From an optimization exercise on the open Yosys and OpenROAD flow, aimed at small area; shortcuts taken in it are not production practice. In this exercise RTL edits were held to simulation tests only and were not proved equivalent to the original. Power is estimated from default activity; no workload was simulated.

`flow/design.v`:
```
module shuzizhong(
    input wire clk1,         
    input wire reset,        
    input wire ah1,          
    input wire am1,          
    input wire alarm1,       
    input wire en,           
    input wire naozhong,     
    output wire [0:6] shi,       
    output wire [0:6] ge,        
    output wire [0:6] min_shi,   
    output wire [0:6] min_ge,    
    output wire [0:6] sec_shi,   
    output wire [0:6] sec_ge,    
    output wire daodian,     
    output wire audio        
);
    reg [6:0] lf;
    reg       half;
    wire      wrap = (lf[5:0] == 6'b011001);
    wire      tick = wrap & ~half;
    always @(posedge clk1 or posedge reset) begin
        if (reset) begin
            lf <= 7'b0110010;
            half <= 0;
        end else begin
            lf <= {lf[5:0], lf[6] ^ lf[2] ^ wrap};
            half <= half ^ wrap;
        end
    end
    reg [2:0] sub;
    wire sub_c = sub[2];    
    always @(posedge clk1 or posedge reset) begin
        if (reset) sub <= 0;
        else if (tick) sub <= sub_c ? 3'd0 : {sub[1] & sub[0], sub[1] ^ sub[0], ~sub[0]};
    end
    reg ahn_s, ahn, amn_s, amn, alarm_s, alarm, alarm_d;
    always @(posedge clk1 or posedge reset) begin
        if (reset) begin
            ahn_s <= 0; ahn <= 0;
            amn_s <= 0; amn <= 0;
            alarm_s <= 0; alarm <= 0; alarm_d <= 0;
        end else if (tick) begin
            ahn_s <= ~ah1; ahn <= ahn_s;
            amn_s <= ~am1; amn <= amn_s;
            alarm_s <= alarm1; alarm <= alarm_s; alarm_d <= alarm;
        end
    end
    wire ah_fall = tick & ~ahn & ahn_s;
    wire am_fall = tick & ~amn & amn_s;
    wire alarm_rise = tick & ~alarm & alarm_s;
    function [3:0] t10;      
        input [3:0] q;
        input e;
        t10 = {e & q[0] & ((q[2] & q[1]) | q[3]), e & q[0] & q[1], e & q[0] & ~q[3], e};
    endfunction
    function [2:0] t6;       
        input [2:0] q;
        input e;
        t6 = {e & q[0] & (q[1] | q[2]), e & q[0] & ~q[2], e};
    endfunction
    function [4:0] hinc;     
        input [4:0] h;
        input e;
        reg o9;
        begin
            o9 = h[3] & ~h[2] & h[0];
            hinc = {e & o9,
                    e & ((h[0] & h[1] & h[2]) | (o9 & ~h[4])),
                    e & ((h[0] & h[1]) | (o9 & h[4])),
                    e & h[0] & ~o9,
                    e};
        end
    endfunction
    reg [3:0] s_o; reg [2:0] s_t;
    wire s_e = tick & sub_c;
    wire s_o9 = s_o[3] & s_o[0];
    always @(posedge clk1 or posedge reset) begin
        if (reset) begin s_o <= 0; s_t <= 0; end
        else begin
            s_o <= s_o ^ t10(s_o, s_e);
            s_t <= s_t ^ t6(s_t, s_e & s_o9);
        end
    end
    wire cout_miao = s_o9 & s_t[2] & s_t[0] & sub_c;
    reg [3:0] m_o; reg [2:0] m_t;
    wire m_e = tick & ~naozhong & (amn | cout_miao);
    wire m_o9 = m_o[3] & m_o[0];
    always @(posedge clk1 or posedge reset) begin
        if (reset) begin m_o <= 0; m_t <= 0; end
        else begin
            m_o <= m_o ^ t10(m_o, m_e);
            m_t <= m_t ^ t6(m_t, m_e & m_o9);
        end
    end
    wire cout_fen = m_o9 & m_t[2] & m_t[0] & cout_miao;
    reg [4:0] hr;
    wire h_e = tick & ~naozhong & (ahn | cout_fen);
    always @(posedge clk1 or posedge reset) begin
        if (reset) hr <= 0;
        else hr <= hr ^ hinc(hr, h_e);
    end
    reg [3:0] a_mo; reg [2:0] a_mt;
    wire am_e = am_fall & naozhong;
    always @(posedge clk1 or posedge reset) begin
        if (reset) begin a_mo <= 0; a_mt <= 0; end
        else begin
            a_mo <= a_mo ^ t10(a_mo, am_e);
            a_mt <= a_mt ^ t6(a_mt, am_e & a_mo[3] & a_mo[0]);
        end
    end
    reg [4:0] a_hr;
    wire ah_e = ah_fall & naozhong;
    always @(posedge clk1 or posedge reset) begin
        if (reset) a_hr <= 0;
        else a_hr <= a_hr ^ hinc(a_hr, ah_e);
    end
    assign daodian = en & (m_o == 0) & (m_t == 0) & (s_t == 0);
    reg alarm_off, ring;
    always @(posedge clk1 or posedge reset) begin
        if (reset) alarm_off <= 0;
        else if (alarm_rise) alarm_off <= ~alarm_off;
    end
    always @(posedge clk1 or posedge reset) begin
        if (reset) ring <= 0;
        else if (tick)
            ring <= ~alarm_off & alarm_d & (a_hr == hr) & (a_mo == m_o) & (a_mt == m_t);
    end
    reg [7:0] t_cnt;
    reg       tone;
    reg [10:0] d_cnt;
    reg [2:0] note;
    reg       started;    
    reg [7:0] half_p;     
    always @(*) begin
        case (note)
            3'd0: half_p = started ? 8'd101 : 8'd170;
            3'd1: half_p = 8'd170;
            3'd2: half_p = 8'd127;
            3'd3: half_p = 8'd101;
            3'd4: half_p = 8'd127;
            3'd5: half_p = 8'd113;
            3'd6: half_p = 8'd170;
            default: half_p = 8'd151;
        endcase
    end
    wire t_wrap = (t_cnt >= half_p);
    wire short = note[2] & (note[1] ^ note[0]);    
    wire d_wrap = short ? (&{d_cnt[9:5], d_cnt[3]}) : (&{d_cnt[10:6], d_cnt[4]});
    always @(posedge clk1 or posedge reset) begin
        if (reset) begin
            t_cnt <= 0; tone <= 0;
            d_cnt <= 0; note <= 0; started <= 0;
        end else if (ring) begin
            if (t_wrap) begin t_cnt <= 0; tone <= ~tone; end
            else t_cnt <= t_cnt + 1'b1;
            if (d_wrap) begin
                d_cnt <= 0; note <= note + 1'b1; started <= 1;
            end else d_cnt <= d_cnt + 1'b1;
        end
    end
    assign audio = tone;
    wire [4:0] dh = naozhong ? a_hr : hr;
    wire       dh_2 = dh[3] & dh[2];           
    wire [3:0] dm_o = naozhong ? a_mo : m_o;
    wire [2:0] dm_t = naozhong ? a_mt : m_t;
    wire [3:0] ds_o = naozhong ? 4'd0 : s_o;
    wire [2:0] ds_t = naozhong ? 3'd0 : s_t;
    function [0:6] seg;
        input [3:0] d;
        seg = {~d[3] & ~d[1] & (d[2] ^ d[0]),                  
               d[2] & (d[1] ^ d[0]),                           
               ~d[2] & d[1] & ~d[0],                           
               (~d[3] & ~d[1] & (d[2] ^ d[0])) | (d[2] & d[1] & d[0]),    
               d[0] | (d[2] & ~d[1]),                          
               (d[1] & d[0]) | (~d[3] & ~d[2] & (d[1] | d[0])),           
               ~d[3] & ((~d[2] & ~d[1]) | (d[2] & d[1] & d[0]))};         
    endfunction
    assign shi     = {dh[4], 1'b0, dh_2, dh[4], dh[4], dh[4] | dh_2, ~dh_2};
    assign ge      = seg({dh[3] & ~dh[2], dh[2] & ~dh[3], dh[1:0]});
    assign min_shi = seg({1'b0, dm_t});
    assign min_ge  = seg(dm_o);
    assign sec_shi = seg({1'b0, ds_t});
    assign sec_ge  = seg(ds_o);
endmodule
```
`flow/flow/run.sh`:
```
#!/bin/bash
# Layout flow: the standard ORFS flow (standard.sh) with three changes.
#  1. Synthesis runs with a copy of the ORFS scripts whose ABC script is flow/abc_area.script
#     (area-oriented mapping) and without the half/full adder extraction, so ABC maps the
#     adders' logic together with the rest. Registers are mapped as in the standard synthesis.
#  2. Ports are buffered with sky130_fd_sc_hd__buf_1.
#  3. Clock tree with small clock buffers and no dummy loads.
# Each step's full log is kept by ORFS under orfs/logs/; make's output goes to *.log here.
set -euo pipefail
HERE=$(pwd)
FLOWDIR=$(cd "$(dirname "${BASH_SOURCE[0]}")" && pwd)

rm -rf "$HERE/scripts_mod"
cp -r "$FLOW_HOME/scripts" "$HERE/scripts_mod"
cp "$FLOWDIR/abc_area.script" "$HERE/scripts_mod/abc_speed.script"

SCRIPTS_DIR="$HERE/scripts_mod" ADDER_MAP_FILE= bash standard.sh synth > "$HERE/synth_make.log" 2>&1

export BUFFER_PORTS_ARGS="-buffer_cell sky130_fd_sc_hd__buf_1"
export CTS_ARGS="-sink_clustering_enable -repair_clock_nets -buf_list \"sky130_fd_sc_hd__clkbuf_4 sky130_fd_sc_hd__clkbuf_8\" -dont_use_dummy_load"
bash standard.sh > "$HERE/layout_make.log" 2>&1
```
`flow/flow/abc_area.script`:
```
strash
ifraig
dc2
dch -f
amap
strash
dc2
dch -f
amap
topo
```
`flow/standard.sh`:
```
#!/bin/bash
# synth_recipe.tcl (not shown) runs the flow's synth.tcl, then flattens the netlist and writes it again
# the make line also repeats each setting of config.mk as NAME=value (left out here)
make -C /OpenROAD-flow-scripts/flow DESIGN_CONFIG=/design/flow/config.mk WORK_HOME=/design/flow/orfs CLKGATE_MAP_FILE= SYNTH_SCRIPT=/design/flow/synth_recipe.tcl "${@:-finish}"
```
`flow/config.mk`:
```
export PLATFORM = sky130hd
export DESIGN_NAME = shuzizhong
export DESIGN_NICKNAME = shuzizhong
export VERILOG_FILES = /design/flow/design.v
export SDC_FILE = /design/flow/constraint.sdc
export NUM_CORES = 4
export LEC_CHECK = 0
export CAP_MARGIN = 20
export CORE_MARGIN = 2
export CORE_UTILIZATION = 60
export SLEW_MARGIN = 20
```
`flow/constraint.sdc`:
```
create_clock -name core_clock -period 25.0 [get_ports {clk1}]
set_input_delay 5.0000 -clock core_clock [delete_from_list [all_inputs] [get_ports {clk1}]]
set_output_delay 5.0000 -clock core_clock [all_outputs]
set_load 0.01 [all_outputs]
```
==> flow_summary.ini, run 1 <==
[critical_path]
r2r_end = a_mt[1]$_DFF_PP0_
reg2reg_from = lf[4]$_DFF_PP1_
end_kind = output pin
cp-startpoint = naozhong
r2r_setup_slack_ns = 21.86
cp_max_fo = 22
setup.worst_path.end = min_ge[3]
worst_ep_required_time_ns = 20.00
critPathKind = input port to output pin
crit_arrival_ns = 8.04
start_kind = input port
reg2reg_depth = 12

[layout]
register_area_sq_mm = 0.00188
finalNonFillerCells = 586
mostFrequentLayoutCell = nor2_1
layout.nets = 520
multi_input_area_sq_mm = 0.00162
n_fill_cell = 490
final_cell_mix = 86 x nor2_1, 72 x dfrtp_1, 62 x clkinv_1
drive_gt1_share_pct = 3.13
antenna_cells = 0
final_cell_area_sq_mm = 0.00415
syn2layout_area_growth_pct = 10.5

[timing]
tns_ns = 0
worst_pin_slew_ns = 1.04
hold_viol = 0
setup_viol = 0
final.min_clock_period_ns = 13.04
finalCritPeriodShare_pct = 52.2
slew_headroom_pct = 30.3
rsz0062_at_grt = false
report.final.slew_viol_count = 0
holdWs_ns = 0.373
finClkSkew_ns = 0.0329
fmax_ghz = 0.0767

[floorplan]
die_y_um = 83.1
row_count = 28
die_area_sq_mm = 0.00691
fp.dieW_um = 83.1
start_util_pct = 62.7
core_sq_mm = 0.00599
io-pin-count = 51

[clocking]
ctsHoldBuffers = 0
htreeDepth = 3
cts_made_buffers = 9
cts_root_buf = clkbuf_8
ctsResizeCount = 0
cts_tree = built
numClockSinks = 75
post_cts_buffers = 0
cts.path.max_buffers = 2
clkLatencyLatePin_ns = 0.35
clkSlewWorstSetupHoldPaths_ns = 0.09

[synth]
synthTopCellsByArea = dfrtp_1 48%, nor2_1 8.6%, clkinv_1 6.3%
synth.distinct_cells = 33
yosysTopAreaCell = dfrtp_1
syn_area_sq_mm = 0.00376
synth_warnings = 1
synth_cells = 455
synth_area_per_cell_sq_um = 8.26
yosysTopAreaCellShare_pct = 48.0
synth-seq-cells = 75
ys_seq_area_share_pct = 50.0
syn-num-nets = 462

[detailed_routing]
route.detailed.wl_per_inst_um = 13.2
num_vias = 3292
postRouteAntennaNets = 0
firstDrtPassIters = 5
via_per_inst = 5.62
drc = 0
drt_iter0_markers = 133
routed_wl_mm = 7.74

[global_route]
grt_max_degree = 76
grtUsageTotal_pct = 23.8
antenna_found_initial = 0
grt_pass1_vias = 3212
grt-ovfl-total = 0
grt_pass1_wl_mm = 13.6

[job]
drv_cap = 0

[placed_design]
place_hpwl_mm = 5.68
port_buffers = 49
place_congestion = 0.904
place_inst = 577
place_area_sq_mm = 0.00403

[status]
outcome = no timing/DRC/antenna violations

[power]
ir_drop_v = 0.0000279
total_power_uw = 202
powerDensity_mw_per_mm2 = 48.7
power_leakage_uw = 0.00165

[worst_hold_path]
hold_class = flip-flop to flip-flop
per-stage QoR:
| step | util, % | setup WS [ns] |
|---|---|---|
| 2_1_floorplan | - | 13.19 |
| 3_3_place_gp | 67.2 | 12.20 |
| 3_5_place_dp | 67.2 | 12.05 |
| 4_1_cts | 69.3 | 12.03 |
| 5_1_grt | 69.3 | 11.62 |
| 6_report | 69.3 | 11.96 |
layer usage:
layer	up-vias	share of wire, %	wire, um	track usage, %
met5	-	0	0	0
met4	0	1.8	141	10.1
li1	1693	-	-	-
met2	83	48	3740	40.7
met3	16	4.4	337	3.68
met1	1500	45	3520	30.2
Yosys cell counts:
cell and instances:
o21bai_1 1, a21oi_1 19, conb_1 1, and3_1 10, o21ai_0 31, o32ai_1 3, o32a_1 1, a221oi_1 2
nand3_1 5, dfstp_2 3, o211ai_1 2, nand4_1 4, a2111oi_0 5, or2_0 6, o221a_1 1, dfrtp_1 72
a21o_1 1, nor2_1 86, and2_0 5, nor3_1 30, nand2_1 35, a22oi_1 4, o21a_1 7, buf_4 4
o221ai_1 1, a21boi_0 1, a211oi_1 6, a31oi_1 2, clkinv_1 63, nor4_1 4, o22ai_1 30, nor2b_1 9
nand2b_1 1
critical path: stages:
cell and delay, ns:
buf_1 0.72, clkinv_1 0.74, o22ai_1 0.48, clkinv_1 0.22
a2111oi_0 0.54, or2_0 0.18, buf_1 0.15
sequential cells by signal (all words and copies together), names as in the netlist, 3 cells and up:
register  flops
a_hr          5
a_mo          4
a_mt          3
d_cnt        11
hr            5
lf            7
m_o           4
m_t           3
note          3
s_o           4
s_t           3
sub           3
t_cnt         8
area by class of cell:
class	instances	share of cell area (%)
sequential	75	45.3
multi-input combinational	313	39.0
inverter	63	5.70
timing repair buffer	51	4.79
clock buffer	9	2.98
tap	75	2.26
how the worst min path moves through the flow:
stage          slack, ns  cells past startpoint             from               to
4_1_cts             0.38                      0  lf[4]$_DFF_PP1_  lf[5]$_DFF_PP1_
2_1_floorplan       0.35                      0  lf[3]$_DFF_PP0_  lf[4]$_DFF_PP1_
3_3_place_gp        0.36                      0  lf[3]$_DFF_PP0_  lf[4]$_DFF_PP1_
3_5_place_dp        0.36                      0  lf[4]$_DFF_PP1_  lf[5]$_DFF_PP1_
6_report            0.37                      0  lf[4]$_DFF_PP1_  lf[5]$_DFF_PP1_
5_1_grt             0.38                      0  lf[4]$_DFF_PP1_  lf[5]$_DFF_PP1_
kinds of logic (layout without fill, tap and decap cells):
kind of cell	Yosys count	in the layout	synth area share (%)
AOI/OAI and AO/OA	117	117	19.5
other	1	1	0.0998
DFF	75	75	50.1
and+or+nand+nor	195	195	23.2
buffers and inverters	67	123	7.09
power breakdown:
group | internal [uW] | leakage, uW | switching (uW)
combinational | 3.18 | 0.000650 | 8.11
sequential | 122 | 0.000939 | 0.253
clock | 32.1 | 0.0000647 | 36.8
==> inputs of run 2 (changes only) <==
--- a/flow/flow/run.sh
+++ b/flow/flow/run.sh
@@ -17,5 +17,5 @@
 SCRIPTS_DIR="$HERE/scripts_mod" ADDER_MAP_FILE= bash standard.sh synth > "$HERE/synth_make.log" 2>&1
 
 export BUFFER_PORTS_ARGS="-buffer_cell sky130_fd_sc_hd__buf_1"
-export CTS_ARGS="-sink_clustering_enable -repair_clock_nets -buf_list \"sky130_fd_sc_hd__clkbuf_4 sky130_fd_sc_hd__clkbuf_8\" -dont_use_dummy_load"
+export CTS_ARGS="-sink_clustering_enable -repair_clock_nets -buf_list ${CTS_BUFS:-sky130_fd_sc_hd__clkbuf_4} -dont_use_dummy_load"
 bash standard.sh > "$HERE/layout_make.log" 2>&1
--- a/flow/config.mk
+++ b/flow/config.mk
@@ -7,5 +7,5 @@
 export LEC_CHECK = 0
 export CAP_MARGIN = 20
 export CORE_MARGIN = 2
-export CORE_UTILIZATION = 60
+export CORE_UTILIZATION = 75
 export SLEW_MARGIN = 20
==> run 2 against run 1 <==
  * Register-to-register slack hardly changed
  * Clock-buffer cell count stayed put
  * Combinational power about the same
  * Clock skew is 0.0033 ns higher
==> flow_summary.ini, run 2 <==
[status]
outcome = no timing/DRC/antenna violations

[timing]
tns_ns = 0
report.final.slew_viol_count = 0
slew_headroom_pct = 33.9
worst_pin_slew_ns = 0.984
fmax_ghz = 0.0817
rsz0062_at_grt = false
finClkSkew_ns = 0.0362
finalCritPeriodShare_pct = 49.0
setup_viol = 0
final.min_clock_period_ns = 12.24
hold_viol = 0

[layout]
largestRegisters = d_cnt x11, t_cnt x8, lf x7
mostFrequentLayoutCell = nor2_1
largest-register = d_cnt
layout.nets = 521
drive_gt1_share_pct = 3.32
largest_reg_flops = 11
antenna_cells = 0
final_cell_area_sq_mm = 0.00409
final_cell_mix = 86 x nor2_1, 72 x dfrtp_1, 62 x clkinv_1
syn2layout_area_growth_pct = 8.89
n_fill_cell = 293

[clocking]
cts_tree = built
clkLatencyLatePin_ns = 0.42
cts.path.max_buffers = 2
numClockSinks = 75
htreeDepth = 3
cts_made_buffers = 9
ctsResizeCount = 0
ctsHoldBuffers = 0
clkSlewWorstSetupHoldPaths_ns = 0.12
post_cts_buffers = 0
cts_root_buf = clkbuf_4

[detailed_routing]
via_per_inst = 5.93
drc = 0
num_vias = 3432
firstDrtPassIters = 5
routed_wl_mm = 8.13
drt_iter0_markers = 290
route.detailed.wl_per_inst_um = 14.0
postRouteAntennaNets = 0

[global_route]
grt-ovfl-total = 0
grt_pass1_vias = 3192
grt_max_degree = 76
grt_pass1_wl_mm = 13.3
grtUsageTotal_pct = 31.3
antenna_found_initial = 0

[synth]
yosysTopAreaCell = dfrtp_1
synth_warnings = 1
yosysTopAreaCellShare_pct = 48.0
ys.flop_type = dfrtp_1
syn_area_sq_mm = 0.00376
syn-num-nets = 462
synth_commonest_cells = 86 x nor2_1, 72 x dfrtp_1, 63 x clkinv_1
synthTopCellsByArea = dfrtp_1 48%, nor2_1 8.6%, clkinv_1 6.3%
synth_cells = 455
synth_async_sr_flop_share_pct = 100
synth.most_common_cell = nor2_1
ys_seq_area_share_pct = 50.0
synth_edf_count = 0
synth-seq-cells = 75
synth_area_per_cell_sq_um = 8.26
synth.distinct_cells = 33

[critical_path]
worst_ep_required_time_ns = 20.00
end_kind = output pin
cp_cell_sequence = buf_1 -> buf_4 -> clkinv_1 -> o22ai_1 -> clkinv_1 -> a2111oi_0 -> or2_0 -> buf_1
critPathKind = input port to output pin
start_kind = input port
cp_max_fo = 22
reg2reg_depth = 12
cp_slowest_stage_delay_ns = 0.53
crit_arrival_ns = 7.24
slowest_stage = a2111oi_0

[power]
power_leakage_uw = 0.00163
ir_drop_v = 0.0000352
powerDensity_mw_per_mm2 = 45.1

[floorplan]
start_util_pct = 78.5
fp.dieW_um = 74.8
row_count = 25
die_area_sq_mm = 0.00559
core_sq_mm = 0.00479
io-pin-count = 51
die_y_um = 74.8

[job]
drv_cap = 0

[worst_hold_path]
holdPathStages = 0
hold_class = flip-flop to flip-flop

[placed_design]
place_area_sq_mm = 0.00402
place_hpwl_mm = 5.97
port_buffers = 49
place_congestion = 0.952
[run 2: cell counts after synthesis]
No cell type changed its count.
[run 2: worst max-delay path: cells and delay by family]
| family | cells | cell delay (ns) |
|---|---|---|
| buffers and inverters | 5 | 1.12 |
| AOI/OAI and AO/OA | 2 | 0.93 |
| and+or+nand+nor | 1 | 0.18 |
[run 2: kinds of logic (layout without fill, tap and decap cells)]
family	Yosys count	count (layout)	share of synthesized area [%]
and+or+nand+nor	195	195	23.2
other	1	1	0.0998
AOI/OAI and AO/OA	117	117	19.5
buffers and inverters	67	124	7.09
DFF	75	75	50.1
[run 2: through the flow]
stage	hold WS, ns	std cells	power (uW)	utilization [%]	worst slack (ns)
2_1_floorplan	0.354	455	132	-	13.19
4_1_cts	0.378	579	185	85.5	12.75
3_5_place_dp	0.360	570	136	84.1	12.77
5_1_grt	0.382	579	192	85.5	12.50
3_3_place_gp	0.358	570	135	84.1	12.90
6_report	0.378	579	185	85.5	12.76
[run 2: cell type report]
type / count / area, sq um / share of cell area, %
multi-input cells: 313 / 1620 / 39.5
repair buffers: 52 / 206 / 5.05
clock buffers: 9 / 67.6 / 1.65
well taps: 67 / 83.8 / 2.05
flip-flops and latches: 75 / 1880 / 46.0
inverters: 63 / 236 / 5.78
[run 2: worst paths after layout]
| check | from | end | slack (ns) |
|---|---|---|---|
| worst max register to register | lf[4]$_DFF_PP1_ | a_mt[1]$_DFF_PP0_ | 21.87 |
| worst min register to register | lf[4]$_DFF_PP1_ | lf[5]$_DFF_PP1_ | 0.38 |
| min in group asynchronous | reset | lf[2]$_DFF_PP0_ | 4.83 |
| worst max-delay path | naozhong | min_ge[3] | 12.76 |
| max in group asynchronous | reset | hr[2]$_DFF_PP0_ | 19.56 |
| worst min-delay path | lf[4]$_DFF_PP1_ | lf[5]$_DFF_PP1_ | 0.38 |
[run 2: power breakdown]
| group | internal [uW] | total, uW | switching [uW] |
|---|---|---|---|
| Sequential | 121 | 122 | 0.253 |
| Clock | 16.7 | 51.6 | 34.8 |
| Combinational | 3.29 | 11.4 | 8.15 |
| Total | 141 | 185 | 43.2 |
[run 2: routing by layer]
layer | vias up | track usage, % | wire (um)
met5 | - | 0 | 0
met3 | 21 | 5.35 | 438
met4 | 0 | 16.3 | 182
met1 | 1583 | 37.6 | 3460
li1 | 1707 | - | -
met2 | 121 | 54.3 | 4040
==> inputs of run 3 (changes only) <==
--- a/flow/config.mk
+++ b/flow/config.mk
@@ -7,5 +7,5 @@
 export LEC_CHECK = 0
 export CAP_MARGIN = 20
 export CORE_MARGIN = 2
-export CORE_UTILIZATION = 75
+export CORE_UTILIZATION = 88
 export SLEW_MARGIN = 20
==> run 3 against run 2 <==
  * Synthesized cell count unchanged
  * The flow now stops in 3_1_place_gp_skip_io
  * Synthesized area unchanged
==> flow_summary.ini, run 3 <==
[status]
lastStage = 3_1_place_gp_skip_io
outcome = did not finish
stop_error = [ERROR GPL-0301] Utilization 105.617 % exceeds 100%.

[floorplan]
die_y_um = 69.3
row_count = 23
start_util_pct = 92.6
fp.dieW_um = 69.3

[synth]
synth_edf_count = 0
synth.distinct_cells = 33
synth.most_common_cell = nor2_1
ys_seq_area_share_pct = 50.0
synth_warnings = 1
synthTopCellsByArea = dfrtp_1 48%, nor2_1 8.6%, clkinv_1 6.3%
synth_async_sr_flop_share_pct = 100
synth-seq-cells = 75
synth_commonest_cells = 86 x nor2_1, 72 x dfrtp_1, 63 x clkinv_1
synth_area_per_cell_sq_um = 8.26
syn-num-nets = 462
syn_area_sq_mm = 0.00376
synth_cells = 455
yosysTopAreaCell = dfrtp_1
yosysTopAreaCellShare_pct = 48.0
ys.flop_type = dfrtp_1
run 3: logic make-up after synthesis:
kind of cell    synth area share [%]
flops                           50.1
simple gates                    23.2
buf+inv                         7.09
other cells                   0.0998
compound gates                  19.5

## re-timing with driven ports
The results above use ideal ports. As a check the final layouts listed here were re-extracted and re-timed, cells and wires unchanged. Step 1 sets driving cells, clkbuf_16 on the clock port and buf_2 on the other inputs (assumed; they add their load-dependent delay and slew). Step 2 adds t to the input delays and takes it off the output delays; t is the mean of the earliest and latest rising clock arrival at the registers after step 1. Input paths then give back, and output paths get back, about the clock's delay inside the block. Slacks: ideal ports / drivers / drivers and shift; pairs: ideal ports / drivers.
run	t, ns	slack for setup (ns)	clock arrival spread, ns	slew at the worst register clock pin (ns)	pins driven straight from the clock port
run 1	0.360	11.957 / 11.922 / 11.922	0.033 / 0.034	0.09 / 0.09	1
run 2	0.427	12.755 / 12.734 / 12.734	0.036 / 0.037	0.12 / 0.12	1
After both steps every run listed still meets setup and hold. For run 1, which loses most, drivers alone change the setup slack by -0.035 ns; drivers and shift together by -0.035 ns.
